Background: an optimization exercise with open tools, aiming at small area. Do not read the settings as production practice. Where RTL was checked, it was by simulation tests only, not by an equivalence proof against the original. No functional check of the RTL was part of run 3. Power figures rest on the tool's default switching activity, not on a simulated workload.

<file path="flow/run.sh">
#!/bin/bash
# synth_recipe.tcl (not shown) runs the flow's synth.tcl, then flattens the netlist and writes it again
# the make line also repeats each setting of config.mk as NAME=value (left out here)
make -C /OpenROAD-flow-scripts/flow DESIGN_CONFIG=/design/flow/config.mk WORK_HOME=/design/flow/orfs CLKGATE_MAP_FILE= SYNTH_SCRIPT=/design/flow/synth_recipe.tcl finish
</file>
<file path="flow/config.mk">
export PLATFORM = sky130hd
export DESIGN_NAME = snn_wrapper
export DESIGN_NICKNAME = snn_wrapper
export VERILOG_FILES = /design/flow/design.v
export SDC_FILE = /design/flow/constraint.sdc
export NUM_CORES = 4
export LEC_CHECK = 0
export ABC_AREA = 1
export CAP_MARGIN = 20
export CORE_MARGIN = 2
export CORE_UTILIZATION = 40
export CTS_BUF_LIST = sky130_fd_sc_hd__clkbuf_4
export PLACE_DENSITY = 0.6
export SLEW_MARGIN = 20
export SYNTH_MEMORY_MAX_BITS = 16384
</file>
<file path="flow/constraint.sdc">
create_clock -name core_clock -period 10.0 [get_ports {clk}]
set_input_delay 2.0000 -clock core_clock [delete_from_list [all_inputs] [get_ports {clk}]]
set_output_delay 2.0000 -clock core_clock [all_outputs]
set_load 0.01 [all_outputs]
</file>
<file path="flow/design.v">
module lif_serial #(
    parameter N   = 30,    
    parameter W   = 15,    
    parameter NK  = 8,     
    parameter CB  = 4,     
    parameter JB  = 5,
    parameter IB  = 4,
    parameter ANY = 0,     
    parameter ARM0 = 0     
) (
    input               clk,
    input               rst,
    input               fresh,
    input               start,      
    input  [NK-1:0]     g,          
    input  [NK:0]       rom,        
    output reg [JB-1:0] j,
    output reg [IB-1:0] i,
    output              p,          
    output              pwe,
    output              done        
);
    localparam L  = N * W;
    localparam ZI = (12 + 4) % W;   
    reg [L-5:0] F;         
    reg [3:0]   dl;        
    reg         rd_act, wr_act, armed;
    reg [1:0]   wc;        
    reg [CB-1:0] creg;     
    reg         breg;      
    reg         yreg;      
    reg [3:0]   dh;        
    reg         preg;      
    wire bnd  = (i == W - 1);
    wire last = ANY ? (wc == N - 1) : (j == N - 1);
    wire u = (fresh && rd_act) ? (i == 12) : F[0];
    integer k;
    reg [CB:0] col;
    always @* begin
        col = rom[NK];
        for (k = 0; k < NK; k = k + 1)
            col = col + (g[k] & rom[k]);
    end
    wire [CB:0]   sum  = col + ((i == 0) ? {CB{1'b0}} : creg);
    wire [CB-1:0] cnxt = sum[CB:1];
    wire          xb   = sum[0];
    wire [1:0]    ds   = xb + !u + ((i == 0) ? 1'b1 : breg);
    wire [CB+1:0] dhi  = {2'b00, cnxt} - {1'b0, col} + u - 1'b1 + ds[1];
    wire dd = (i < 4) ? dh[i[1:0]] : ds[0];
    wire ud = dl[3];
    wire [1:0] ys = ud + dd + ((i == 4) ? 1'b0 : yreg);
    wire wbit = preg ? (i == ZI) : ys[0];
    wire rin  = wr_act ? wbit : ud;
    generate
        if (W == 15) begin : g15
            assign p = !fresh && !F[11] && F[10];               
        end else begin : g16
            assign p = !fresh && !F[12] && (F[11] || F[10]);    
        end
    endgenerate
    assign pwe  = rd_act && (i == 3);
    assign done = rd_act && bnd && last;
    always @(posedge clk) begin
        F    <= {rin, F[L-5:1]};
        dl   <= {dl[2:0], u};
        creg <= cnxt;
        breg <= ds[1];
        yreg <= ys[1];
        if (bnd) dh <= dhi[3:0];
        if (i == 3) preg <= p;
        if (rst) begin
            i <= 0;
            j <= 0;
            rd_act <= 1'b0;
            wr_act <= 1'b0;
            armed  <= ARM0;
            wc     <= 2'd0;
        end else begin
            i <= bnd ? {IB{1'b0}} : i + 1'b1;
            if (bnd) j <= (j == N - 1) ? {JB{1'b0}} : j + 1'b1;
            if (i == 3) wr_act <= rd_act;
            if (start) armed <= 1'b1;
            if (bnd) begin
                if (ANY) begin
                    if (rd_act) begin
                        wc <= wc + 1'b1;
                        if (last) rd_act <= 1'b0;
                    end else if (armed) begin
                        rd_act <= 1'b1;
                        armed  <= 1'b0;
                        wc     <= 2'd0;
                    end
                end else if (j == N - 1) begin
                    rd_act <= armed;
                    if (armed) armed <= 1'b0;
                end
            end
        end
    end
endmodule
module snn_rom_h(
    input [4:0] j,
    input [3:0] i,
    output reg [8:0] d
);
    always @* begin
        case ({j, i})
        9'd0: d = 9'h083;
        9'd1: d = 9'h1ce;
        9'd2: d = 9'h021;
        9'd3: d = 9'h109;
        9'd4: d = 9'h0ea;
        9'd5: d = 9'h10c;
        9'd6: d = 9'h0ea;
        9'd7: d = 9'h0c2;
        9'd8: d = 9'h07b;
        9'd9: d = 9'h1c5;
        9'd10: d = 9'h09f;
        9'd11: d = 9'h160;
        9'd12: d = 9'h0d5;
        9'd13: d = 9'h015;
        9'd14: d = 9'h015;
        9'd16: d = 9'h176;
        9'd17: d = 9'h0c9;
        9'd18: d = 9'h01a;
        9'd19: d = 9'h1eb;
        9'd20: d = 9'h0b3;
        9'd21: d = 9'h068;
        9'd22: d = 9'h0a4;
        9'd23: d = 9'h1b9;
        9'd24: d = 9'h0b7;
        9'd25: d = 9'h01e;
        9'd26: d = 9'h03e;
        9'd27: d = 9'h0fd;
        9'd28: d = 9'h1dc;
        9'd29: d = 9'h05d;
        9'd30: d = 9'h05c;
        9'd32: d = 9'h0c4;
        9'd33: d = 9'h1d9;
        9'd34: d = 9'h0db;
        9'd35: d = 9'h120;
        9'd36: d = 9'h012;
        9'd37: d = 9'h1e1;
        9'd38: d = 9'h174;
        9'd39: d = 9'h1fd;
        9'd40: d = 9'h194;
        9'd41: d = 9'h03d;
        9'd42: d = 9'h1e6;
        9'd43: d = 9'h0e6;
        9'd44: d = 9'h192;
        9'd45: d = 9'h082;
        9'd46: d = 9'h082;
        9'd48: d = 9'h14e;
        9'd49: d = 9'h06d;
        9'd50: d = 9'h091;
        9'd51: d = 9'h044;
        9'd52: d = 9'h1c4;
        9'd53: d = 9'h0b2;
        9'd54: d = 9'h090;
        9'd55: d = 9'h187;
        9'd56: d = 9'h1fe;
        9'd57: d = 9'h14e;
        9'd58: d = 9'h1b5;
        9'd59: d = 9'h1df;
        9'd60: d = 9'h0c0;
        9'd61: d = 9'h0d1;
        9'd62: d = 9'h0c1;
        9'd64: d = 9'h123;
        9'd65: d = 9'h154;
        9'd66: d = 9'h17f;
        9'd67: d = 9'h17b;
        9'd68: d = 9'h187;
        9'd69: d = 9'h125;
        9'd70: d = 9'h02d;
        9'd71: d = 9'h15b;
        9'd72: d = 9'h065;
        9'd73: d = 9'h175;
        9'd74: d = 9'h05c;
        9'd75: d = 9'h005;
        9'd76: d = 9'h16f;
        9'd77: d = 9'h036;
        9'd78: d = 9'h026;
        9'd80: d = 9'h1b7;
        9'd81: d = 9'h0be;
        9'd82: d = 9'h1c1;
        9'd83: d = 9'h1b9;
        9'd84: d = 9'h092;
        9'd85: d = 9'h1c8;
        9'd86: d = 9'h1c2;
        9'd87: d = 9'h02d;
        9'd88: d = 9'h07a;
        9'd89: d = 9'h1f2;
        9'd90: d = 9'h12d;
        9'd91: d = 9'h0ef;
        9'd92: d = 9'h063;
        9'd93: d = 9'h016;
        9'd94: d = 9'h006;
        9'd96: d = 9'h1a0;
        9'd97: d = 9'h1d5;
        9'd98: d = 9'h166;
        9'd99: d = 9'h141;
        9'd100: d = 9'h148;
        9'd101: d = 9'h0bf;
        9'd102: d = 9'h1fe;
        9'd103: d = 9'h17a;
        9'd104: d = 9'h13e;
        9'd105: d = 9'h1e1;
        9'd106: d = 9'h1ca;
        9'd107: d = 9'h0cf;
        9'd108: d = 9'h00e;
        9'd109: d = 9'h07a;
        9'd110: d = 9'h00a;
        9'd112: d = 9'h12b;
        9'd113: d = 9'h125;
        9'd114: d = 9'h1e4;
        9'd115: d = 9'h1f8;
        9'd116: d = 9'h052;
        9'd117: d = 9'h04d;
        9'd118: d = 9'h179;
        9'd119: d = 9'h173;
        9'd120: d = 9'h14a;
        9'd121: d = 9'h152;
        9'd122: d = 9'h159;
        9'd123: d = 9'h142;
        9'd124: d = 9'h0bb;
        9'd125: d = 9'h0c1;
        9'd126: d = 9'h0c1;
        9'd128: d = 9'h026;
        9'd129: d = 9'h0dc;
        9'd130: d = 9'h153;
        9'd131: d = 9'h00a;
        9'd132: d = 9'h159;
        9'd133: d = 9'h009;
        9'd134: d = 9'h09d;
        9'd135: d = 9'h13e;
        9'd136: d = 9'h043;
        9'd137: d = 9'h13a;
        9'd138: d = 9'h0f7;
        9'd139: d = 9'h1ed;
        9'd140: d = 9'h05b;
        9'd141: d = 9'h0c6;
        9'd142: d = 9'h042;
        9'd144: d = 9'h0ab;
        9'd145: d = 9'h191;
        9'd146: d = 9'h04f;
        9'd147: d = 9'h17a;
        9'd148: d = 9'h18c;
        9'd149: d = 9'h1aa;
        9'd150: d = 9'h1c3;
        9'd151: d = 9'h11d;
        9'd152: d = 9'h0ff;
        9'd153: d = 9'h15b;
        9'd154: d = 9'h16f;
        9'd155: d = 9'h09d;
        9'd156: d = 9'h03d;
        9'd157: d = 9'h0da;
        9'd158: d = 9'h018;
        9'd160: d = 9'h1cb;
        9'd161: d = 9'h034;
        9'd162: d = 9'h16a;
        9'd163: d = 9'h0cd;
        9'd164: d = 9'h0b9;
        9'd165: d = 9'h00d;
        9'd166: d = 9'h17d;
        9'd167: d = 9'h1e9;
        9'd168: d = 9'h060;
        9'd169: d = 9'h048;
        9'd170: d = 9'h138;
        9'd171: d = 9'h19d;
        9'd172: d = 9'h04f;
        9'd173: d = 9'h081;
        9'd174: d = 9'h001;
        9'd176: d = 9'h026;
        9'd177: d = 9'h088;
        9'd178: d = 9'h19f;
        9'd179: d = 9'h1a8;
        9'd180: d = 9'h180;
        9'd181: d = 9'h172;
        9'd182: d = 9'h17c;
        9'd183: d = 9'h068;
        9'd184: d = 9'h12a;
        9'd185: d = 9'h065;
        9'd186: d = 9'h0a6;
        9'd187: d = 9'h06c;
        9'd188: d = 9'h141;
        9'd189: d = 9'h047;
        9'd190: d = 9'h041;
        9'd192: d = 9'h18b;
        9'd193: d = 9'h0f8;
        9'd194: d = 9'h0a0;
        9'd195: d = 9'h199;
        9'd196: d = 9'h1e0;
        9'd197: d = 9'h1b9;
        9'd198: d = 9'h110;
        9'd199: d = 9'h141;
        9'd200: d = 9'h033;
        9'd201: d = 9'h1ab;
        9'd202: d = 9'h0bc;
        9'd203: d = 9'h155;
        9'd204: d = 9'h041;
        9'd205: d = 9'h029;
        9'd206: d = 9'h001;
        9'd208: d = 9'h050;
        9'd209: d = 9'h0a4;
        9'd210: d = 9'h103;
        9'd211: d = 9'h181;
        9'd212: d = 9'h06a;
        9'd213: d = 9'h062;
        9'd214: d = 9'h1e6;
        9'd215: d = 9'h187;
        9'd216: d = 9'h077;
        9'd217: d = 9'h1b5;
        9'd218: d = 9'h14b;
        9'd219: d = 9'h1d0;
        9'd220: d = 9'h036;
        9'd221: d = 9'h030;
        9'd222: d = 9'h030;
        9'd224: d = 9'h099;
        9'd225: d = 9'h14c;
        9'd226: d = 9'h072;
        9'd227: d = 9'h0f5;
        9'd228: d = 9'h134;
        9'd229: d = 9'h1fa;
        9'd230: d = 9'h188;
        9'd231: d = 9'h047;
        9'd232: d = 9'h156;
        9'd233: d = 9'h1bc;
        9'd234: d = 9'h15f;
        9'd235: d = 9'h1e5;
        9'd236: d = 9'h0b9;
        9'd237: d = 9'h08e;
        9'd238: d = 9'h08c;
        9'd240: d = 9'h0e7;
        9'd241: d = 9'h0bd;
        9'd242: d = 9'h0eb;
        9'd243: d = 9'h059;
        9'd244: d = 9'h1b8;
        9'd245: d = 9'h16f;
        9'd246: d = 9'h162;
        9'd247: d = 9'h08a;
        9'd248: d = 9'h0ad;
        9'd249: d = 9'h132;
        9'd250: d = 9'h06e;
        9'd251: d = 9'h17d;
        9'd252: d = 9'h141;
        9'd253: d = 9'h0ef;
        9'd254: d = 9'h061;
        9'd256: d = 9'h1fc;
        9'd257: d = 9'h082;
        9'd258: d = 9'h0fa;
        9'd259: d = 9'h176;
        9'd260: d = 9'h1f8;
        9'd261: d = 9'h1c5;
        9'd262: d = 9'h0d0;
        9'd263: d = 9'h146;
        9'd264: d = 9'h013;
        9'd265: d = 9'h152;
        9'd266: d = 9'h112;
        9'd267: d = 9'h072;
        9'd268: d = 9'h092;
        9'd269: d = 9'h075;
        9'd270: d = 9'h010;
        9'd272: d = 9'h1f3;
        9'd273: d = 9'h02e;
        9'd274: d = 9'h1c5;
        9'd275: d = 9'h042;
        9'd276: d = 9'h0e6;
        9'd277: d = 9'h016;
        9'd278: d = 9'h199;
        9'd279: d = 9'h077;
        9'd280: d = 9'h0ba;
        9'd281: d = 9'h1b9;
        9'd282: d = 9'h0e2;
        9'd283: d = 9'h1f8;
        9'd284: d = 9'h0a7;
        9'd285: d = 9'h0f7;
        9'd286: d = 9'h0e7;
        9'd288: d = 9'h1a9;
        9'd289: d = 9'h07a;
        9'd290: d = 9'h1d6;
        9'd291: d = 9'h075;
        9'd292: d = 9'h1da;
        9'd293: d = 9'h0e2;
        9'd294: d = 9'h054;
        9'd295: d = 9'h1d6;
        9'd296: d = 9'h0b2;
        9'd297: d = 9'h09e;
        9'd298: d = 9'h044;
        9'd299: d = 9'h1a0;
        9'd300: d = 9'h0e1;
        9'd301: d = 9'h0ab;
        9'd302: d = 9'h0a1;
        9'd304: d = 9'h020;
        9'd305: d = 9'h0c5;
        9'd306: d = 9'h0af;
        9'd307: d = 9'h082;
        9'd308: d = 9'h18e;
        9'd309: d = 9'h184;
        9'd310: d = 9'h09d;
        9'd311: d = 9'h1ed;
        9'd312: d = 9'h081;
        9'd313: d = 9'h1f4;
        9'd314: d = 9'h0bd;
        9'd315: d = 9'h1b1;
        9'd316: d = 9'h06a;
        9'd317: d = 9'h013;
        9'd318: d = 9'h002;
        9'd320: d = 9'h05d;
        9'd321: d = 9'h1d2;
        9'd322: d = 9'h16f;
        9'd323: d = 9'h05e;
        9'd324: d = 9'h102;
        9'd325: d = 9'h0ec;
        9'd326: d = 9'h112;
        9'd327: d = 9'h03e;
        9'd328: d = 9'h0f9;
        9'd329: d = 9'h0a6;
        9'd330: d = 9'h1f7;
        9'd331: d = 9'h1e8;
        9'd332: d = 9'h133;
        9'd333: d = 9'h011;
        9'd334: d = 9'h011;
        9'd336: d = 9'h1c7;
        9'd337: d = 9'h1f8;
        9'd338: d = 9'h079;
        9'd339: d = 9'h17e;
        9'd340: d = 9'h039;
        9'd341: d = 9'h038;
        9'd342: d = 9'h057;
        9'd343: d = 9'h10e;
        9'd344: d = 9'h0bf;
        9'd345: d = 9'h1c6;
        9'd346: d = 9'h10d;
        9'd347: d = 9'h0ba;
        9'd348: d = 9'h070;
        9'd349: d = 9'h058;
        9'd350: d = 9'h058;
        9'd352: d = 9'h09c;
        9'd353: d = 9'h02c;
        9'd354: d = 9'h069;
        9'd355: d = 9'h022;
        9'd356: d = 9'h1d5;
        9'd357: d = 9'h179;
        9'd358: d = 9'h0f4;
        9'd359: d = 9'h1ff;
        9'd360: d = 9'h0f8;
        9'd361: d = 9'h194;
        9'd362: d = 9'h045;
        9'd363: d = 9'h14e;
        9'd364: d = 9'h08e;
        9'd365: d = 9'h0e4;
        9'd366: d = 9'h0c4;
        9'd368: d = 9'h00c;
        9'd369: d = 9'h1ce;
        9'd370: d = 9'h1a0;
        9'd371: d = 9'h024;
        9'd372: d = 9'h1fc;
        9'd373: d = 9'h025;
        9'd374: d = 9'h041;
        9'd375: d = 9'h02b;
        9'd376: d = 9'h147;
        9'd377: d = 9'h0b9;
        9'd378: d = 9'h15d;
        9'd379: d = 9'h15b;
        9'd380: d = 9'h020;
        9'd381: d = 9'h0ed;
        9'd382: d = 9'h061;
        9'd384: d = 9'h1c6;
        9'd385: d = 9'h190;
        9'd386: d = 9'h179;
        9'd387: d = 9'h0c2;
        9'd388: d = 9'h03c;
        9'd389: d = 9'h14b;
        9'd390: d = 9'h076;
        9'd391: d = 9'h0a5;
        9'd392: d = 9'h1f5;
        9'd393: d = 9'h16c;
        9'd394: d = 9'h0a6;
        9'd395: d = 9'h19d;
        9'd396: d = 9'h0fe;
        9'd397: d = 9'h0a4;
        9'd398: d = 9'h0a4;
        9'd400: d = 9'h0fe;
        9'd401: d = 9'h048;
        9'd402: d = 9'h09d;
        9'd403: d = 9'h0cd;
        9'd404: d = 9'h0ab;
        9'd405: d = 9'h098;
        9'd406: d = 9'h1e1;
        9'd407: d = 9'h10c;
        9'd408: d = 9'h16f;
        9'd409: d = 9'h049;
        9'd410: d = 9'h195;
        9'd411: d = 9'h08d;
        9'd412: d = 9'h1f9;
        9'd413: d = 9'h010;
        9'd414: d = 9'h010;
        9'd416: d = 9'h186;
        9'd417: d = 9'h1c1;
        9'd418: d = 9'h07a;
        9'd419: d = 9'h0c2;
        9'd420: d = 9'h088;
        9'd421: d = 9'h059;
        9'd422: d = 9'h0b7;
        9'd423: d = 9'h02c;
        9'd424: d = 9'h035;
        9'd425: d = 9'h129;
        9'd426: d = 9'h07d;
        9'd427: d = 9'h19c;
        9'd428: d = 9'h122;
        9'd429: d = 9'h07d;
        9'd430: d = 9'h030;
        9'd432: d = 9'h059;
        9'd433: d = 9'h0c1;
        9'd434: d = 9'h07f;
        9'd435: d = 9'h0c6;
        9'd436: d = 9'h14b;
        9'd437: d = 9'h1c4;
        9'd438: d = 9'h12f;
        9'd439: d = 9'h107;
        9'd440: d = 9'h0ed;
        9'd441: d = 9'h082;
        9'd442: d = 9'h096;
        9'd443: d = 9'h13d;
        9'd444: d = 9'h173;
        9'd445: d = 9'h07c;
        9'd446: d = 9'h074;
        9'd448: d = 9'h1e9;
        9'd449: d = 9'h033;
        9'd450: d = 9'h010;
        9'd451: d = 9'h0a0;
        9'd452: d = 9'h0cc;
        9'd453: d = 9'h0ab;
        9'd454: d = 9'h041;
        9'd455: d = 9'h014;
        9'd456: d = 9'h130;
        9'd457: d = 9'h1fa;
        9'd458: d = 9'h018;
        9'd459: d = 9'h104;
        9'd460: d = 9'h09f;
        9'd461: d = 9'h0a5;
        9'd462: d = 9'h085;
        9'd464: d = 9'h1cc;
        9'd465: d = 9'h0cb;
        9'd466: d = 9'h1f3;
        9'd467: d = 9'h14a;
        9'd468: d = 9'h008;
        9'd469: d = 9'h0eb;
        9'd470: d = 9'h1a0;
        9'd471: d = 9'h01b;
        9'd472: d = 9'h128;
        9'd473: d = 9'h0b3;
        9'd474: d = 9'h0cc;
        9'd475: d = 9'h1eb;
        9'd476: d = 9'h053;
        9'd477: d = 9'h0a5;
        9'd478: d = 9'h001;
        default: d = 9'h0;
        endcase
    end
endmodule
module snn_rom_o(
    input [1:0] j,
    input [3:0] i,
    output reg [30:0] d
);
    always @* begin
        case ({j, i})
        6'd0: d = 31'h712cf436;
        6'd1: d = 31'h64815345;
        6'd2: d = 31'h775e2a3c;
        6'd3: d = 31'h23fee131;
        6'd4: d = 31'h7f3d39a8;
        6'd5: d = 31'h72eca1f2;
        6'd6: d = 31'h69f5ceaf;
        6'd7: d = 31'h30f0714d;
        6'd8: d = 31'h266bd760;
        6'd9: d = 31'h1e232b85;
        6'd10: d = 31'h4dbf4cbc;
        6'd11: d = 31'h2235466f;
        6'd12: d = 31'h6540afa6;
        6'd13: d = 31'h3f1b3ee7;
        6'd14: d = 31'h270a0e26;
        6'd15: d = 31'h270a0e26;
        6'd16: d = 31'h4a06ddb9;
        6'd17: d = 31'h19a9134b;
        6'd18: d = 31'h6d050c82;
        6'd19: d = 31'h0295f85c;
        6'd20: d = 31'h65eb5086;
        6'd21: d = 31'h38391be6;
        6'd22: d = 31'h0347ff27;
        6'd23: d = 31'h01bfaeae;
        6'd24: d = 31'h63f73225;
        6'd25: d = 31'h4319c43b;
        6'd26: d = 31'h3bfb7b0c;
        6'd27: d = 31'h699dcd99;
        6'd28: d = 31'h39f8e3b6;
        6'd29: d = 31'h32f2bebf;
        6'd30: d = 31'h30b28693;
        6'd31: d = 31'h30b28693;
        6'd32: d = 31'h3a92d76a;
        6'd33: d = 31'h36a232e9;
        6'd34: d = 31'h033915b1;
        6'd35: d = 31'h1e5fa1c4;
        6'd36: d = 31'h39cc4669;
        6'd37: d = 31'h451d91bf;
        6'd38: d = 31'h3fe10746;
        6'd39: d = 31'h38a93f7b;
        6'd40: d = 31'h6cd5fecc;
        6'd41: d = 31'h28caa655;
        6'd42: d = 31'h274e4493;
        6'd43: d = 31'h3f641ddb;
        6'd44: d = 31'h4991f20d;
        6'd45: d = 31'h29b9eb83;
        6'd46: d = 31'h0901e303;
        6'd47: d = 31'h0901e303;
        6'd48: d = 31'h60b2d603;
        6'd49: d = 31'h5014217e;
        6'd50: d = 31'h7b523628;
        6'd51: d = 31'h4a54149a;
        6'd52: d = 31'h75065ec6;
        6'd53: d = 31'h5801603e;
        6'd54: d = 31'h290b7d41;
        6'd55: d = 31'h530a49f7;
        6'd56: d = 31'h0b68e533;
        6'd57: d = 31'h69766e31;
        6'd58: d = 31'h3daeab4e;
        6'd59: d = 31'h555a0c73;
        6'd60: d = 31'h3e85eb04;
        6'd61: d = 31'h37ffdb9d;
        6'd62: d = 31'h169e4804;
        6'd63: d = 31'h169e4804;
        default: d = 31'h0;
        endcase
    end
endmodule
`timescale 1ns / 1ps
module snn_wrapper(
        input clk,
        input rst,
        input [7:0] i_input_neurons,
        output [3:0] o_output_spike,
        output [29:0] o_hidden_spike
    );
    reg [9:0] tcnt;
    reg       tick_d;
    wire      tick = (tcnt == 10'd1000);
    always @(posedge clk) begin
        if (rst) begin
            tcnt   <= 10'd0;
            tick_d <= 1'b0;
        end else begin
            tcnt   <= tick ? 10'd0 : tcnt + 1'b1;
            tick_d <= tick;
        end
    end
    reg  [7:0]  in_s;      
    reg  [29:0] hs;        
    reg  [3:0]  os;        
    reg         fresh;     
    always @(posedge clk)
        if (tick) in_s <= i_input_neurons;
    assign o_hidden_spike = hs & {30{tick_d}};
    assign o_output_spike = os & {4{tick_d}};
    wire [1:0]  oj;
    wire [3:0]  oi;
    wire [30:0] orom;
    wire        op, opwe, odone;
    snn_rom_o u_rom_o (.j(oj), .i(oi), .d(orom));
    lif_serial #(.N(4), .W(16), .NK(30), .CB(5), .JB(2), .IB(4), .ANY(1), .ARM0(1)) u_out (
        .clk(clk), .rst(rst), .fresh(fresh),
        .start(tick_d),
        .g(hs & {30{!fresh}}), .rom(orom),
        .j(oj), .i(oi), .p(op), .pwe(opwe), .done(odone)
    );
    wire [4:0]  hj;
    wire [3:0]  hi;
    wire [8:0]  hrom;
    wire        hp, hpwe, hdone;
    snn_rom_h u_rom_h (.j(hj), .i(hi), .d(hrom));
    lif_serial #(.N(30), .W(15), .NK(8), .CB(4), .JB(5), .IB(4), .ANY(0)) u_hid (
        .clk(clk), .rst(rst), .fresh(fresh),
        .start(odone),
        .g(in_s & {8{!fresh}}), .rom(hrom),
        .j(hj), .i(hi), .p(hp), .pwe(hpwe), .done(hdone)
    );
    always @(posedge clk) begin
        if (opwe) os[oj] <= op;
        if (hpwe) hs[hj] <= hp;
        if (rst)
            fresh <= 1'b1;
        else if (hdone)
            fresh <= 1'b0;
    end
endmodule
</file>
==> implementation parameters, run 1 <==
Parameter                              Value

Run status
  Outcome    complete, no violations

Place
  HPWL after DPL    between 70000 and 80000 µm
  Placed standard-cell area    0.0253 mm²
  Weighted congestion at the end of routability-driven global placement    about 1.1
  Placement-stage worst setup slack    958 ps
  # placed instances    about 3600
  PortBufs    43

STA
  Measured slew at the worst slew-check pin    between 1000 and 1500 ps
  Worst clock skew on the final layout    ~110 ps
  Total negative setup slack    0 ps
  Final Max Slew Viols    0
  RSZ-0062 raised after global routing    false
  Max-slew headroom at the worst pin    roughly 28%
  Hold Violations, Final    0
  Highest attainable clock frequency    approximately 110 MHz
  Final setup fails    0
  Post-route clock period utilization    92.2%
  Final critical delay including setup and external delays    9220 ps
  Worst Slack Setup Final    779 ps

Critical path
  Max stage delay on crit path    650 ps
  Critical Path Most Common Cell    sky130_fd_sc_hd__fa_1
  Worst path bufs/invs    6
  Startpoint Class    flip-flop
  Path type of the worst setup path    flip-flop to flip-flop
  CP Data Required Time    10650 ps
  Largest fanout of any net on the critical path    15
  Cell class contributing the biggest share of worst-path delay    adder cells
  Kind of capture point of the worst setup path    flip-flop
  Start point of the critical path    u_out.i[0]
  WP data arrival    between 9000 and 10000 ps
  FF-to-FF Start    u_out.i[0]
  Slowest-stage cell, CP    sky130_fd_sc_hd__dfxtp_1

Drt
  Antenna violation net count after detailed routing    0
  Vias post-DR    21500
  Post-detailed-routing wire length    99100 µm
  Routed length per instance    25.7 µm
  Count of routing violations after the opening detailed-route iteration    2450
  Remaining DRCs    0
  Via-to-Cell Ratio    5.57
  Length of the first detailed-routing pass in iterations    6

Synth
  Count of cell types in the netlist    49
  Synth area leader    sky130_fd_sc_hd__dfxtp_1
  Post-synth top area share    between 40% and 50%
  Sequential cell area fraction in the yosys report    54.0%
  Largest cells by area after synthesis    sky130_fd_sc_hd__dfxtp_1 (47%), sky130_fd_sc_hd__nand2_1 (11%), sky130_fd_sc_hd__edfxtp_1 (6.6%)
  Netlist area before placement    0.0237 mm²
  Mean area per synthesized cell    8.47 µm²
  Number of warning messages in the yosys log    5
  #FFs+latches synth    roughly 600
  Proportion of synthesized flip-flops having asynchronous set or reset    0%
  EDFF count, synth    52
  Net count of the mapped netlist    2922
  Main flop type after synthesis    sky130_fd_sc_hd__dfxtp_1
  Synthesized instance count    about 2800

Floorplanning
  Effective utilization at floorplan    40.4%
  Die X-Extent    248 µm
  Die Height    248 µm
  Total core area    0.0588 mm²
  Area enclosed by the die boundary    0.0613 mm²
  Std-Cell Rows    89
  Top Ports    44

Pwr
  Largest voltage drop on the vdd net    0.195 mV
  Sequential power share    49.0%
  Switching share of power    26.9%
  Clock power frac    between 40% and 50%
  Cell leakage power    12.5 nW
  Internal power summed over all cells    3.71 mW
  Sw Pwr    about 1.4 mW
  Power density relative to cell area    186 mW/mm²
  Combinational fraction of design power    9.8%

Worst hold path
  Hold_sp    u_hid.F[213]
  Hold WC Path Type    flip-flop to flip-flop

Global routing
  Largest net degree at the start of global routing    46
  Number of global-route vias before repair    21400
  GRT Resource Usage Total    32.7%
  Global route total overflow    0
  Antenna violations before repair    8
  Global-route wire length before repair    144000 µm

Clock tree
  Post-CTS repair timing setup buffer count    0
  Number of H-tree branching levels    4
  Clock insertion delay at the later pin of the skew report    approximately 1000 ps
  Number of buffers inserted by hold repair at cts    0
  CTS buffer count    143
  Buffer depth of the longest clock path    3
  Clock Tree Root    sky130_fd_sc_hd__clkbuf_4
  CTS tree    done
  Clock sink count    roughly 610
  Clock input transition at the sequential cells of the worst setup and hold paths    around 70 ps
  CTS-repair resized insts    0

Final layout
  Signed area change from the synthesized netlist to the final layout    15.2%
  Final Net Count    around 3100
  Count of fill cells added during filler insertion    5840
  Fraction of final layout cells with drive strength greater than 1    about an eighth
  Finished Layout Cells    ~3900
  Final non-filler cell area    0.0273 mm²

Job
  Max-cap viol count    0
## cell usage in the layout (no fill, tap or decap), drive strengths merged, types with 2 or more instances in the layout
cell type / instances
nand2: 718
o21ai: 165
a21oi: 140
mux2i: 6
edfxtp: 52
a41oi: 2
a32o: 2
a221oi: 7
nor3: 30
dfxtp: 562
xnor2: 11
ha: 72
o311ai: 5
clkbuf: 221
inv: 272
nand3: 244
xor2: 15
a31oi: 21
o211ai: 21
fa: 38
and3: 3
nor4: 2
clkinv: 27
bufinv: 3
o22ai: 8
o221ai: 3
nand4: 37
diode: 6
a211oi: 5
or2: 3
mux2: 2
nor2: 231
a311oi: 3
o2111ai: 3
clkdlybuf4s50: 43
a21o: 2
buf: 89
## path summary, 6_finish.rpt
| check | end | slack (ps) | depth (start not counted) |
|---|---|---|---|
| max reg2reg | u_out.dh[3] | 780 | 32 |
| max | u_out.dh[3] | 780 | 32 |
| min | u_hid.F[212] | 270 | 0 |
| min reg2reg | u_hid.F[212] | 270 | 0 |
## layer usage
| metal | wire [µm] | global-route usage (%) | share of wire (%) |
|---|---|---|---|
| met5 | 52 | 0 | 0.052 |
| met4 | 7310 | 22.3 | 7.4 |
| met3 | 11000 | 9.70 | 11 |
| met2 | 38900 | 45.1 | 39 |
| met1 | 41900 | 43.7 | 42 |
## sequential cells by signal, indices dropped and copies added, names as in the netlist, 2 cells and up
| signal | count |
|---|---|
| u_out.dl | 4 |
| u_out.wc | 2 |
| in_s | 8 |
| u_hid.j | 5 |
| u_hid.F | 446 |
| u_out.F | 60 |
| u_out.j | 2 |
| tcnt | 10 |
| u_hid.dl | 4 |
| u_out.creg | 5 |
| os | 4 |
| u_out.dh | 4 |
| u_hid.creg | 4 |
| u_hid.dh | 4 |
| u_hid.i | 4 |
| u_out.i | 4 |
| hs | 30 |
## cell usage after synthesis, drive strengths merged, types with 30 or more instances
| cell | number |
|---|---|
| nor2 | 231 |
| nand2 | 718 |
| nand4 | 37 |
| nor3 | 30 |
| edfxtp | 52 |
| a21oi | 140 |
| ha | 72 |
| inv | 267 |
| dfxtp | 562 |
| fa | 38 |
| nand3 | 244 |
| buf | 68 |
| clkbuf | 46 |
| o21ai | 165 |
## cells by family after synthesis
kind of cell	share of synthesized area (%)
buf+inv	6.30
fa+ha+maj	7.00
simple gates	22.1
mux	0.348
flops	54.0
compound gates	9.15
xor+xnor	1.07
## cell type report
cell class / instances / area (µm²) / area share (%)
inverter: 269 / 1010 / 3.70
clock buffer: 221 / 1660 / 6.07
multi-input combinational: 1805 / 9450 / 34.5
tap: 773 / 967 / 3.54
antenna: 6 / 15.0 / 0.0549
timing repair buffer: 132 / 1100 / 4.02
sequential: 614 / 12800 / 46.9
clock inverter: 34 / 330 / 1.21
## power groups by stage
stage | Combinational (mW) | Clock (mW) | Sequential, mW
2_1_floorplan | 0.256 | 0 | 2.54
3_3_place_gp | 0.485 | 0 | 2.54
3_5_place_dp | 0.465 | 0 | 2.54
4_1_cts | 0.467 | 2.18 | 2.49
5_1_grt | 0.517 | 2.32 | 2.49
6_report | 0.497 | 2.09 | 2.49
## stage by stage
step | hold slack, ps | utilization [%] | power [mW]
6_report | 266 | 46.5 | 5.07
5_1_grt | 267 | 46.5 | 5.32
3_5_place_dp | 312 | 43.1 | 3.01
3_3_place_gp | 310 | 43.1 | 3.03
4_1_cts | 267 | 46.5 | 5.13
2_1_floorplan | 310 | - | 2.80
==> run 2, diff against run 1 <==
--- a/flow/config.mk
+++ b/flow/config.mk
@@ -5,11 +5,9 @@
 export SDC_FILE = /design/flow/constraint.sdc
 export NUM_CORES = 4
 export LEC_CHECK = 0
-export ABC_AREA = 1
 export CAP_MARGIN = 20
 export CORE_MARGIN = 2
 export CORE_UTILIZATION = 40
-export CTS_BUF_LIST = sky130_fd_sc_hd__clkbuf_4
 export PLACE_DENSITY = 0.6
 export SLEW_MARGIN = 20
 export SYNTH_MEMORY_MAX_BITS = 16384
==> implementation parameters, run 2 <==
Parameter                              Value

Run status
  Outcome    complete, no violations

Final layout
  Count of fill cells added during filler insertion    5829 (-0.19%)
  Most common cell after layout, fill and taps aside    sky130_fd_sc_hd__dfxtp_1
  Signed area change from the synthesized netlist to the final layout    14.2%
  Fraction of final layout cells with drive strength greater than 1    11.6% (-0.24 points)
  End-of-flow core utilization    46.4% (-0.12 points)
  Register containing the most flip-flops in the final layout    u_hid.F
  Max reg flops    446 (unchanged)
  Final Net Count    2644 (-14%)
  Largest registers    u_hid.F: 446 flops, u_out.F: 60 flops, hs: 30 flops
  Commonest non-fill, non-tap cells in the layout    sky130_fd_sc_hd__dfxtp_1 (553), sky130_fd_sc_hd__nand2_1 (165), sky130_fd_sc_hd__a21oi_1 (154)

Critical path
  Reg-to-reg setup timing slack    710 ps (-70 ps)
  Kind of capture point of the worst setup path    flip-flop
  Start point of the critical path    u_out.i[3]
  Largest fanout of any net on the critical path    41 (+26)
  Max stage delay on crit path    830 ps (+180 ps)
  FF-to-FF Start    u_out.i[3]
  Slowest-stage cell, CP    sky130_fd_sc_hd__dfxtp_2
  Path type of the worst setup path    flip-flop to flip-flop
  CP Data Required Time    10350 ps (-300 ps)
  Worst reg2reg endpoint    u_out.dh[3]
  WP data arrival    9640 ps (-240 ps)
  Startpoint Class    flip-flop
  R2R depth    28 (-13%)
  Critical Path Most Common Cell    sky130_fd_sc_hd__fa_1

Synth
  Mean area per synthesized cell    10.0 µm² (+18%)
  Synth area leader    sky130_fd_sc_hd__dfxtp_1
  Largest cells by area after synthesis    sky130_fd_sc_hd__dfxtp_1 (45%), sky130_fd_sc_hd__edfxtp_1 (6.2%), sky130_fd_sc_hd__ha_1 (3.6%)
  Main flop type after synthesis    sky130_fd_sc_hd__dfxtp_1
  Post-synth top area share    44.7% (-2.7 points)
  #FFs+latches synth    614 (unchanged)
  Netlist area before placement    0.0252 mm² (+6.0%)
  Count of cell types in the netlist    98 (+100%)
  Number of warning messages in the yosys log    5 (unchanged)
  Cell with the most instances after synthesis    sky130_fd_sc_hd__dfxtp_1
  Most instantiated cells after synthesis    sky130_fd_sc_hd__dfxtp_1 (562), sky130_fd_sc_hd__nand2_1 (165), sky130_fd_sc_hd__a21oi_1 (154), sky130_fd_sc_hd__o21ai_0 (138), sky130_fd_sc_hd__nor2_1 (135)
  Synthesized instance count    2509 (-10%)
  Proportion of synthesized flip-flops having asynchronous set or reset    0% (unchanged)
  Sequential cell area fraction in the yosys report    50.9% (-3.1 points)
  Net count of the mapped netlist    2629 (-10%)
  EDFF count, synth    52 (unchanged)

Drt
  Post-detailed-routing wire length    97200 µm (-1.9%)
  Vias post-DR    20800 (-3.0%)
  Length of the first detailed-routing pass in iterations    6 (unchanged)
  Antenna violation net count after detailed routing    0 (unchanged)
  Count of routing violations after the opening detailed-route iteration    3076 (+26%)
  Remaining DRCs    0 (unchanged)
  Via-to-Cell Ratio    6.10 (+9.6%)
  Routed length per instance    28.5 µm (+11%)

Floorplanning
  Die X-Extent    255 µm (+2.9%)
  Std-Cell Rows    91 (+2.2%)
  Area enclosed by the die boundary    0.0649 mm² (+5.9%)
  Effective utilization at floorplan    40.6% (+0.27 points)
  Top Ports    44 (unchanged)
  Total core area    0.0619 mm² (+5.3%)
  Die Height    255 µm (+2.9%)

Clock tree
  Clock sink count    614 (unchanged)
  CTS-repair resized insts    0 (unchanged)
  CTS tree    done
  Number of buffers inserted by hold repair at cts    0 (unchanged)
  Clock insertion delay at the later pin of the skew report    620 ps (-360 ps)
  Clock Tree Root    sky130_fd_sc_hd__clkbuf_16
  Number of H-tree branching levels    2 (-2)
  Buffer depth of the longest clock path    3 (unchanged)
  Clock input transition at the sequential cells of the worst setup and hold paths    60 ps (about the same)
  CTS buffer count    55 (-62%)
  Post-CTS repair timing setup buffer count    0 (unchanged)

STA
  Measured slew at the worst slew-check pin    1120 ps (+44.2 ps)
  Post-route clock period utilization    92.9% (+0.69 points)
  Max-slew headroom at the worst pin    24.9% (-2.7 points)
  Total negative setup slack    0 ps (unchanged)
  Highest attainable clock frequency    108 MHz (-0.74%)
  RSZ-0062 raised after global routing    false
  Hold Violations, Final    0 (unchanged)
  Worst clock skew on the final layout    50.5 ps (-56.1 ps)
  Final critical delay including setup and external delays    9290 ps (+68.6 ps)
  Final setup fails    0 (unchanged)
  Final Max Slew Viols    0 (unchanged)

Worst hold path
  Hold Path Sink    u_hid.F[49]
  Worst hold path depth    0 (unchanged)
  Hold_sp    u_hid.F[50]
  Hold WC Path Type    flip-flop to flip-flop

Place
  HPWL after DPL    68700 µm (-4.7%)
  Weighted congestion at the end of routability-driven global placement    1.08 (+0.21%)
  PortBufs    43 (unchanged)

Global routing
  Met3 Resource Use GR    9.84% (+0.15 points)
  Global route total overflow    0 (unchanged)
  Number of global-route vias before repair    20100 (-6.0%)
  GRT Resource Usage Total    29.7% (-3.0 points)
  Most Used Layer, Global Route    met1
  Global-route wire length before repair    140000 µm (-2.6%)
  Largest net degree at the start of global routing    76 (+65%)
  Met1 Track Usage GR    42.4% (-1.3 points)
  Met2 usage    40.6% (-4.5 points)
  Antenna violations before repair    5 (-3)

Pwr
  Switching share of power    24.9% (-2.0 points)
  Cell leakage power    11.1 nW (-11%)
  Combinational fraction of design power    11.2% (+1.4 points)
  Largest voltage drop on the vdd net    0.232 mV (+19%)
  Internal power summed over all cells    3.99 mW (+7.5%)
  Clock power frac    41.9% (+0.7 points)
  Overall power    5.31 mW (+4.6%)
  Sw Pwr    1.32 mW (-3.1%)
  Power density relative to cell area    185 mW/mm² (-0.42%)
  Sequential power share    46.9% (-2.1 points)

Job
  Max-cap viol count    0 (unchanged)
[run 2: cell types whose count changed after synthesis, moves of 21 or more]
cell | before | now
sky130_fd_sc_hd__o211ai_1 | 21 | 42
sky130_fd_sc_hd__o311ai_0 | 5 | 38
sky130_fd_sc_hd__nand2_1 | 713 | 165
sky130_fd_sc_hd__buf_2 | 41 | 78
sky130_fd_sc_hd__a311oi_1 | 3 | 31
sky130_fd_sc_hd__inv_1 | 261 | 90
sky130_fd_sc_hd__nand3_1 | 244 | 67
sky130_fd_sc_hd__nor2b_1 | 0 | 52
sky130_fd_sc_hd__nand4_1 | 37 | 12
sky130_fd_sc_hd__nand2b_1 | 0 | 48
sky130_fd_sc_hd__and2_1 | 0 | 56
sky130_fd_sc_hd__nor2_1 | 227 | 135
sky130_fd_sc_hd__clkbuf_1 | 46 | 110
sky130_fd_sc_hd__o21ai_0 | 160 | 138
[run 2: layout make-up]
type / count / area, µm² / area share, %
Timing Repair Buffer: 169 / 1420 / 4.96
Clock buffer: 83 / 1710 / 5.94
Multi-Input combinational cell: 1589 / 11000 / 38.4
Tap cell: 837 / 1050 / 3.64
Inverter: 95 / 357 / 1.24
Clock inverter: 19 / 318 / 1.11
Antenna cell: 3 / 7.51 / 0.0261
Sequential cell: 614 / 12800 / 44.7
[run 2: layer usage]
layer	share of wire (%)	wire length (µm)
met1	43	42000
met2	39	37900
met3	13	12500
met4	4.8	4660
met5	0.15	146
[run 2: worst max-delay path by stage]
stage                        to  slack (ps)
detailed placement  u_out.dh[3]         840
global placement    u_out.dh[3]         810
floorplan           u_out.dh[3]        1460
finish              u_out.dh[3]         710
CTS                 u_out.dh[3]         800
global route        u_out.dh[3]         290
[run 2: kinds of logic (layout without fill, tap and decap cells)]
logic type	count (synthesis)	in the layout	share of synthesized area [%]
AOI/OAI and AO/OA	703	703	19.3
and+or+nand+nor	694	694	14.1
DFF	614	614	50.9
buffers and inverters	306	366	5.29
adders and majority gates	110	110	6.60
muxes	46	46	2.47
xor gates and xnor gates	36	36	1.25
other	0	3	0
[run 2: power by group through the flow]
stage                     registers, mW  logic, mW  clock network [mW]
after floorplan                    2.54      0.323                   0
after global placement             2.54      0.574                   0
after detailed placement           2.54      0.556                   0
after CTS                          2.49      0.559                2.29
after global routing               2.49      0.608                2.39
final                              2.49      0.593                2.23
[run 2: through the flow]
step	worst slack [ps]	cell area, µm²	std cells	hold WS, ps
2_1_floorplan	1460	25200	2509	310
3_3_place_gp	808	26700	3303	312
3_5_place_dp	837	26700	3303	312
4_1_cts	803	28700	3405	288
5_1_grt	290	28700	3406	308
6_report	710	28700	3409	294
[run 2: worst max-delay path, delay by kind of cell, from the launching register on]
family          cells  cell delay [ps]
xor+xnor            4              670
fa+ha+maj          11             4880
flops               1              830
buf+inv             4              510
compound gates      7             1520
simple gates        2              630
==> run 3, diff against run 2 <==
--- a/flow/design.v
+++ b/flow/design.v
@@ -1,3 +1,110 @@
+module snn_csa_h(
+    input  [8:0] b,
+    input  [3:0] c,
+    output [4:0] s
+);
+    wire w1 = b[0] ^ b[1] ^ b[2];
+    wire w2 = (b[0] & (b[1] | b[2])) | (b[1] & b[2]);
+    wire w3 = b[3] ^ b[4] ^ b[5];
+    wire w4 = (b[3] & (b[4] | b[5])) | (b[4] & b[5]);
+    wire w5 = b[6] ^ b[7] ^ b[8];
+    wire w6 = (b[6] & (b[7] | b[8])) | (b[7] & b[8]);
+    wire w7 = c[0] ^ w1 ^ w3;
+    wire w8 = (c[0] & (w1 | w3)) | (w1 & w3);
+    wire w9 = w5 ^ w7;
+    wire w10 = w5 & w7;
+    assign s[0] = w9;
+    wire w11 = c[1] ^ w2 ^ w4;
+    wire w12 = (c[1] & (w2 | w4)) | (w2 & w4);
+    wire w13 = w6 ^ w8 ^ w10;
+    wire w14 = (w6 & (w8 | w10)) | (w8 & w10);
+    wire w15 = w11 ^ w13;
+    wire w16 = w11 & w13;
+    assign s[1] = w15;
+    wire w17 = c[2] ^ w12 ^ w14;
+    wire w18 = (c[2] & (w12 | w14)) | (w12 & w14);
+    wire w19 = w16 ^ w17;
+    wire w20 = w16 & w17;
+    assign s[2] = w19;
+    wire w21 = c[3] ^ w18 ^ w20;
+    wire w22 = (c[3] & (w18 | w20)) | (w18 & w20);
+    assign s[3] = w21;
+    assign s[4] = w22;
+endmodule
+module snn_csa_o(
+    input  [30:0] b,
+    input  [4:0] c,
+    output [5:0] s
+);
+    wire w1 = b[0] ^ b[1] ^ b[2];
+    wire w2 = (b[0] & (b[1] | b[2])) | (b[1] & b[2]);
+    wire w3 = b[3] ^ b[4] ^ b[5];
+    wire w4 = (b[3] & (b[4] | b[5])) | (b[4] & b[5]);
+    wire w5 = b[6] ^ b[7] ^ b[8];
+    wire w6 = (b[6] & (b[7] | b[8])) | (b[7] & b[8]);
+    wire w7 = b[9] ^ b[10] ^ b[11];
+    wire w8 = (b[9] & (b[10] | b[11])) | (b[10] & b[11]);
+    wire w9 = b[12] ^ b[13] ^ b[14];
+    wire w10 = (b[12] & (b[13] | b[14])) | (b[13] & b[14]);
+    wire w11 = b[15] ^ b[16] ^ b[17];
+    wire w12 = (b[15] & (b[16] | b[17])) | (b[16] & b[17]);
+    wire w13 = b[18] ^ b[19] ^ b[20];
+    wire w14 = (b[18] & (b[19] | b[20])) | (b[19] & b[20]);
+    wire w15 = b[21] ^ b[22] ^ b[23];
+    wire w16 = (b[21] & (b[22] | b[23])) | (b[22] & b[23]);
+    wire w17 = b[24] ^ b[25] ^ b[26];
+    wire w18 = (b[24] & (b[25] | b[26])) | (b[25] & b[26]);
+    wire w19 = b[27] ^ b[28] ^ b[29];
+    wire w20 = (b[27] & (b[28] | b[29])) | (b[28] & b[29]);
+    wire w21 = b[30] ^ c[0] ^ w1;
+    wire w22 = (b[30] & (c[0] | w1)) | (c[0] & w1);
+    wire w23 = w3 ^ w5 ^ w7;
+    wire w24 = (w3 & (w5 | w7)) | (w5 & w7);
+    wire w25 = w9 ^ w11 ^ w13;
+    wire w26 = (w9 & (w11 | w13)) | (w11 & w13);
+    wire w27 = w15 ^ w17 ^ w19;
+    wire w28 = (w15 & (w17 | w19)) | (w17 & w19);
+    wire w29 = w21 ^ w23 ^ w25;
+    wire w30 = (w21 & (w23 | w25)) | (w23 & w25);
+    wire w31 = w27 ^ w29;
+    wire w32 = w27 & w29;
+    assign s[0] = w31;
+    wire w33 = c[1] ^ w2 ^ w4;
+    wire w34 = (c[1] & (w2 | w4)) | (w2 & w4);
+    wire w35 = w6 ^ w8 ^ w10;
+    wire w36 = (w6 & (w8 | w10)) | (w8 & w10);
+    wire w37 = w12 ^ w14 ^ w16;
+    wire w38 = (w12 & (w14 | w16)) | (w14 & w16);
+    wire w39 = w18 ^ w20 ^ w22;
+    wire w40 = (w18 & (w20 | w22)) | (w20 & w22);
+    wire w41 = w24 ^ w26 ^ w28;
+    wire w42 = (w24 & (w26 | w28)) | (w26 & w28);
+    wire w43 = w30 ^ w32 ^ w33;
+    wire w44 = (w30 & (w32 | w33)) | (w32 & w33);
+    wire w45 = w35 ^ w37 ^ w39;
+    wire w46 = (w35 & (w37 | w39)) | (w37 & w39);
+    wire w47 = w41 ^ w43 ^ w45;
+    wire w48 = (w41 & (w43 | w45)) | (w43 & w45);
+    assign s[1] = w47;
+    wire w49 = c[2] ^ w34 ^ w36;
+    wire w50 = (c[2] & (w34 | w36)) | (w34 & w36);
+    wire w51 = w38 ^ w40 ^ w42;
+    wire w52 = (w38 & (w40 | w42)) | (w40 & w42);
+    wire w53 = w44 ^ w46 ^ w48;
+    wire w54 = (w44 & (w46 | w48)) | (w46 & w48);
+    wire w55 = w49 ^ w51 ^ w53;
+    wire w56 = (w49 & (w51 | w53)) | (w51 & w53);
+    assign s[2] = w55;
+    wire w57 = c[3] ^ w50 ^ w52;
+    wire w58 = (c[3] & (w50 | w52)) | (w50 & w52);
+    wire w59 = w54 ^ w56 ^ w57;
+    wire w60 = (w54 & (w56 | w57)) | (w56 & w57);
+    assign s[3] = w59;
+    wire w61 = c[4] ^ w58 ^ w60;
+    wire w62 = (c[4] & (w58 | w60)) | (w58 & w60);
+    assign s[4] = w61;
+    assign s[5] = w62;
+endmodule
 module lif_serial #(
     parameter N   = 30,    
     parameter W   = 15,    
@@ -34,18 +141,20 @@
     wire bnd  = (i == W - 1);
     wire last = ANY ? (wc == N - 1) : (j == N - 1);
     wire u = (fresh && rd_act) ? (i == 12) : F[0];
-    integer k;
-    reg [CB:0] col;
-    always @* begin
-        col = rom[NK];
-        for (k = 0; k < NK; k = k + 1)
-            col = col + (g[k] & rom[k]);
-    end
-    wire [CB:0]   sum  = col + ((i == 0) ? {CB{1'b0}} : creg);
+    wire [NK:0]   cb   = {rom[NK], g & rom[NK-1:0]};
+    wire [CB-1:0] cin  = (i == 0) ? {CB{1'b0}} : creg;
+    wire [CB:0]   sum;                  
+    generate
+        if (NK == 8) begin : h
+            snn_csa_h u_sum (.b(cb), .c(cin), .s(sum));
+        end else begin : o
+            snn_csa_o u_sum (.b(cb), .c(cin), .s(sum));
+        end
+    endgenerate
     wire [CB-1:0] cnxt = sum[CB:1];
     wire          xb   = sum[0];
     wire [1:0]    ds   = xb + !u + ((i == 0) ? 1'b1 : breg);
-    wire [CB+1:0] dhi  = {2'b00, cnxt} - {1'b0, col} + u - 1'b1 + ds[1];
+    wire [CB+1:0] dhi  = {2'b00, creg} - (({1'b0, sum} + 1'b1) >> 1) + u - 1'b1 + ds[1];
     wire dd = (i < 4) ? dh[i[1:0]] : ds[0];
     wire ud = dl[3];
     wire [1:0] ys = ud + dd + ((i == 4) ? 1'b0 : yreg);
@@ -686,7 +795,7 @@
     );
     always @(posedge clk) begin
         if (opwe) os[oj] <= op;
-        if (hpwe) hs[hj] <= hp;
+        if (hpwe) hs <= {hp, hs[29:1]};    
         if (rst)
             fresh <= 1'b1;
         else if (hdone)
==> flow/flow/run.sh (new file) <==
#!/bin/bash
# Standard layout, with a smaller port buffer and a clock tree without dummy loads.
set -euo pipefail
bash standard.sh \
  "BUFFER_PORTS_ARGS=-buffer_cell sky130_fd_sc_hd__buf_1" \
  "CTS_ARGS=-sink_clustering_enable -repair_clock_nets -dont_use_dummy_load -buf_list sky130_fd_sc_hd__clkbuf_8 -sink_clustering_size 20 -sink_clustering_max_diameter 60" \
  finish > flow_make.log 2>&1
==> flow/standard.sh (new file) <==
#!/bin/bash
# synth_recipe.tcl (not shown) runs the flow's synth.tcl, then flattens the netlist and writes it again
# the make line also repeats each setting of config.mk as NAME=value (left out here)
make -C /OpenROAD-flow-scripts/flow DESIGN_CONFIG=/design/flow/config.mk WORK_HOME=/design/flow/orfs CLKGATE_MAP_FILE= SYNTH_SCRIPT=/design/flow/synth_recipe.tcl "${@:-finish}"
--- a/flow/config.mk
+++ b/flow/config.mk
@@ -5,6 +5,7 @@
 export SDC_FILE = /design/flow/constraint.sdc
 export NUM_CORES = 4
 export LEC_CHECK = 0
+export ABC_AREA = 1
 export CAP_MARGIN = 20
 export CORE_MARGIN = 2
 export CORE_UTILIZATION = 40
removed: flow/run.sh
==> implementation parameters, run 3 <==
Parameter                              Value

Run status
  Outcome    complete, no violations

STA
  Worst Slack Setup Final    1120 ps (+405 ps)
  Highest attainable clock frequency    113 MHz (+4.6%)
  Final Max Slew Viols    0 (unchanged)
  Final setup fails    0 (unchanged)
  Final critical delay including setup and external delays    8880 ps (-405 ps)
  Measured slew at the worst slew-check pin    1060 ps (-58.0 ps)
  Total negative setup slack    0 ps (unchanged)
  Post-route clock period utilization    88.8% (-4.1 points)
  Hold Violations, Final    0 (unchanged)
  Max-slew headroom at the worst pin    29.0% (+4.1 points)
  Worst clock skew on the final layout    68.6 ps (+18.0 ps)
  RSZ-0062 raised after global routing    false

Place
  # placed instances    3346 (+1.3%)
  Weighted congestion at the end of routability-driven global placement    1.09 (+0.92%)
  HPWL after DPL    62100 µm (-9.5%)
  Placement-stage worst setup slack    1230 ps (+389 ps)
  PortBufs    43 (unchanged)

Clock tree
  Number of H-tree branching levels    2 (unchanged)
  CTS tree    done
  Clock insertion delay at the later pin of the skew report    650 ps (+30 ps)
  CTS-repair resized insts    0 (unchanged)
  Buffer depth of the longest clock path    3 (unchanged)
  Clock sink count    614 (unchanged)
  CTS buffer count    45 (-18%)
  Post-CTS repair timing setup buffer count    0 (unchanged)
  Number of buffers inserted by hold repair at cts    0 (unchanged)
  Clock Tree Root    sky130_fd_sc_hd__clkbuf_8
  Clock input transition at the sequential cells of the worst setup and hold paths    110 ps (+50 ps)

Worst hold path
  Hold WC Path Type    flip-flop to flip-flop
  Hold_sp    u_hid.F[437]
  Hold Path Sink    u_hid.F[436]
  Worst hold path depth    0 (unchanged)

Global routing
  Global-route wire length before repair    127000 µm (-9.7%)
  GRT Resource Usage Total    29.0% (-0.68 points)
  Global route total overflow    0 (unchanged)
  Largest net degree at the start of global routing    55 (-28%)
  Number of global-route vias before repair    18500 (-8.0%)
  Antenna violations before repair    2 (-3)

Final layout
  Count of fill cells added during filler insertion    5702 (-2.2%)
  Register containing the most flip-flops in the final layout    u_hid.F
  Fraction of final layout cells with drive strength greater than 1    6.07% (-5.5 points)
  Finished Layout Cells    3391 (-0.53%)
  Sequential cell area    0.0128 mm² (-0.12%)
  Largest registers    u_hid.F: 446 flops, u_out.F: 60 flops, hs: 30 flops
  Max reg flops    446 (unchanged)
  Diodes inserted    0 (-3)
  Final Net Count    2750 (+4.0%)
  Area of combinational cells with multiple inputs    0.00874 mm² (-21%)
  Commonest non-fill, non-tap cells in the layout    sky130_fd_sc_hd__nand2_1 (647), sky130_fd_sc_hd__dfxtp_1 (559), sky130_fd_sc_hd__inv_1 (230)
  Signed area change from the synthesized netlist to the final layout    6.67%
  Most common cell after layout, fill and taps aside    sky130_fd_sc_hd__nand2_1

Job
  Max-cap viol count    0 (unchanged)

Pwr
  Sw Pwr    1.05 mW (-20%)
  Largest voltage drop on the vdd net    0.154 mV (-34%)
  Sequential power share    61.5% (+15 points)
  Switching share of power    26.0% (+1.1 points)
  Internal power summed over all cells    2.99 mW (-25%)
  Clock power frac    26.9% (-15 points)
  Combinational fraction of design power    11.6% (+0.4 points)
  Power density relative to cell area    165 mW/mm² (-11%)
  Overall power    4.05 mW (-24%)
  Cell leakage power    10.8 nW (-2.6%)

Critical path
  Kind of capture point of the worst setup path    flip-flop
  FF-to-FF Start    u_out.i[0]
  Max stage delay on crit path    690 ps (-140 ps)
  Startpoint Class    flip-flop
  R2R depth    28 (unchanged)
  Reg-to-reg setup timing slack    1120 ps (+410 ps)
  Start point of the critical path    u_out.i[0]
  Path type of the worst setup path    flip-flop to flip-flop
  WP data arrival    9260 ps (-380 ps)
  Worst reg2reg endpoint    u_out.dh[3]
  Largest fanout of any net on the critical path    13 (-68%)
  Slowest-stage cell, CP    sky130_fd_sc_hd__o21ai_0
  CP Data Required Time    10370 ps (+20 ps)
  Critical Path Most Common Cell    sky130_fd_sc_hd__fa_1

Drt
  Length of the first detailed-routing pass in iterations    6 (unchanged)
  Remaining DRCs    0 (unchanged)
  Via-to-Cell Ratio    5.64 (-7.6%)
  Vias post-DR    19100 (-8.1%)
  Routed length per instance    25.6 µm (-10%)
  Count of routing violations after the opening detailed-route iteration    2539 (-17%)
  Antenna violation net count after detailed routing    0 (unchanged)
  Post-detailed-routing wire length    86700 µm (-11%)

Floorplanning
  Std-Cell Rows    87 (-4.4%)
  Total core area    0.0567 mm² (-8.4%)
  Die Height    244 µm (-4.3%)
  Effective utilization at floorplan    40.6% (about the same)
  Die X-Extent    244 µm (-4.3%)
  Area enclosed by the die boundary    0.0595 mm² (-8.3%)
  Top Ports    44 (unchanged)

Synth
  Cell with the most instances after synthesis    sky130_fd_sc_hd__nand2_1
  Count of cell types in the netlist    51 (-48%)
  EDFF count, synth    52 (unchanged)
  Most instantiated cells after synthesis    sky130_fd_sc_hd__nand2_1 (647), sky130_fd_sc_hd__dfxtp_1 (562), sky130_fd_sc_hd__inv_1 (230), sky130_fd_sc_hd__nand3_1 (216), sky130_fd_sc_hd__nor2_1 (206)
  Synthesized instance count    2608 (+3.9%)
  Sequential cell area fraction in the yosys report    55.6% (+4.7 points)
  Synth area leader    sky130_fd_sc_hd__dfxtp_1
  Net count of the mapped netlist    2721 (+3.5%)
  Main flop type after synthesis    sky130_fd_sc_hd__dfxtp_1
  #FFs+latches synth    614 (unchanged)
  Netlist area before placement    0.0230 mm² (-8.5%)
  Number of warning messages in the yosys log    5 (unchanged)
  Largest cells by area after synthesis    sky130_fd_sc_hd__dfxtp_1 (49%), sky130_fd_sc_hd__nand2_1 (11%), sky130_fd_sc_hd__edfxtp_1 (6.8%)
  Post-synth top area share    48.8% (+4.1 points)
  Mean area per synthesized cell    8.84 µm² (-12%)
  Proportion of synthesized flip-flops having asynchronous set or reset    0% (unchanged)
[run 3: cell count changes after synthesis, sizes merged, moves of 34 or more]
cell,change
nand2,+510
nand3,+154
inv,+152
nor2,+77
clkbuf,-65
and2,-57
nor2b,-53
a21oi,-48
nand2b,-48
buf,-39
nand4,+34
o311ai,-34
[run 3: critical path, delay by kind of cell (launching register included)]
family | cells | cell delay [ps]
buffers and inverters | 8 | 970
adder cells (fa/ha/maj) | 12 | 5150
AO/OA/AOI/OAI | 5 | 1420
XOR/XNOR | 3 | 470
flip-flops | 1 | 650
[run 3: cells by family after synthesis]
family          share of synthesized area (%)
buf+inv                                  6.49
flops                                    55.6
fa+ha+maj                                7.09
xor+xnor                                0.722
simple gates                             22.1
compound gates                           8.03
[run 3: power groups by stage]
stage,combinational (mW),sequential [mW],clock [mW]
after floorplan,0.264,2.54,0
after global placement,0.458,2.54,0
after detailed placement,0.438,2.54,0
after CTS,0.440,2.49,1.15
after global routing,0.489,2.49,1.24
final,0.469,2.49,1.09
[run 3: final cells by class]
cell class	count	area share (%)
tap	756	3.85
inverter	248	3.80
multi-input combinational	1639	35.6
clock buffer	45	2.52
timing repair buffer	89	2.11
sequential	614	52.1
[run 3: worst max path at each step]
| stage | end | slack (ps) | depth (start not counted) |
|---|---|---|---|
| 2_1_floorplan | u_out.dh[3] | 2420 | 33 |
| 3_3_place_gp | u_out.dh[3] | 1190 | 27 |
| 3_5_place_dp | u_out.dh[3] | 1230 | 28 |
| 4_1_cts | u_out.dh[3] | 1210 | 28 |
| 5_1_grt | u_out.dh[3] | 680 | 28 |
| 6_report | u_out.dh[3] | 1120 | 28 |
[run 3: metal layers]
metal | global-route usage (%) | part of all wire, % | wire length [µm]
met1 | 39.5 | 41 | 35600
met2 | 42.2 | 41 | 35700
met3 | 6.38 | 11 | 9200
met4 | 17.4 | 7.1 | 6190
met5 | 0 | 0.015 | 13
[run 3: per-stage QoR]
stage | utilization, % | cell area, µm² | hold slack (ps)
3_5_place_dp | 42.2 | 24000 | 312
4_1_cts | 43.3 | 24600 | 270
6_report | 43.3 | 24600 | 284
5_1_grt | 43.3 | 24600 | 263
2_1_floorplan | - | 23000 | 310
3_3_place_gp | 42.2 | 24000 | 310

[what the ideal ports hide]
The flow's constraints put no driver on any port. The routed layouts listed below were extracted and timed again, unchanged, in two steps. Step 1 sets driving cells, clkbuf_16 on the clock port and buf_2 on the other inputs (assumed; they add their load-dependent delay and slew). Step 2 moves the port delays by t, midway between the first and last clock arrival at a register: inputs arrive t later, outputs are due t later. That takes back most of the time a late clock gives input paths. Slacks: no drivers / after step 1 / after step 2; pairs: no drivers / after step 1.
| run | shift t [ns] | setup slack, ns | latest minus earliest clock arrival (ns) |
|---|---|---|---|
| run 1 | 0.977 | 0.779 / 0.779 / 0.779 | 0.124 / 0.124 |
| run 2 | 0.649 | 0.710 / 0.710 / 0.710 | 0.053 / 0.053 |
| run 3 | 0.647 | 1.115 / 1.115 / 1.115 | 0.108 / 0.109 |
After both steps setup and hold are still met in every run listed.
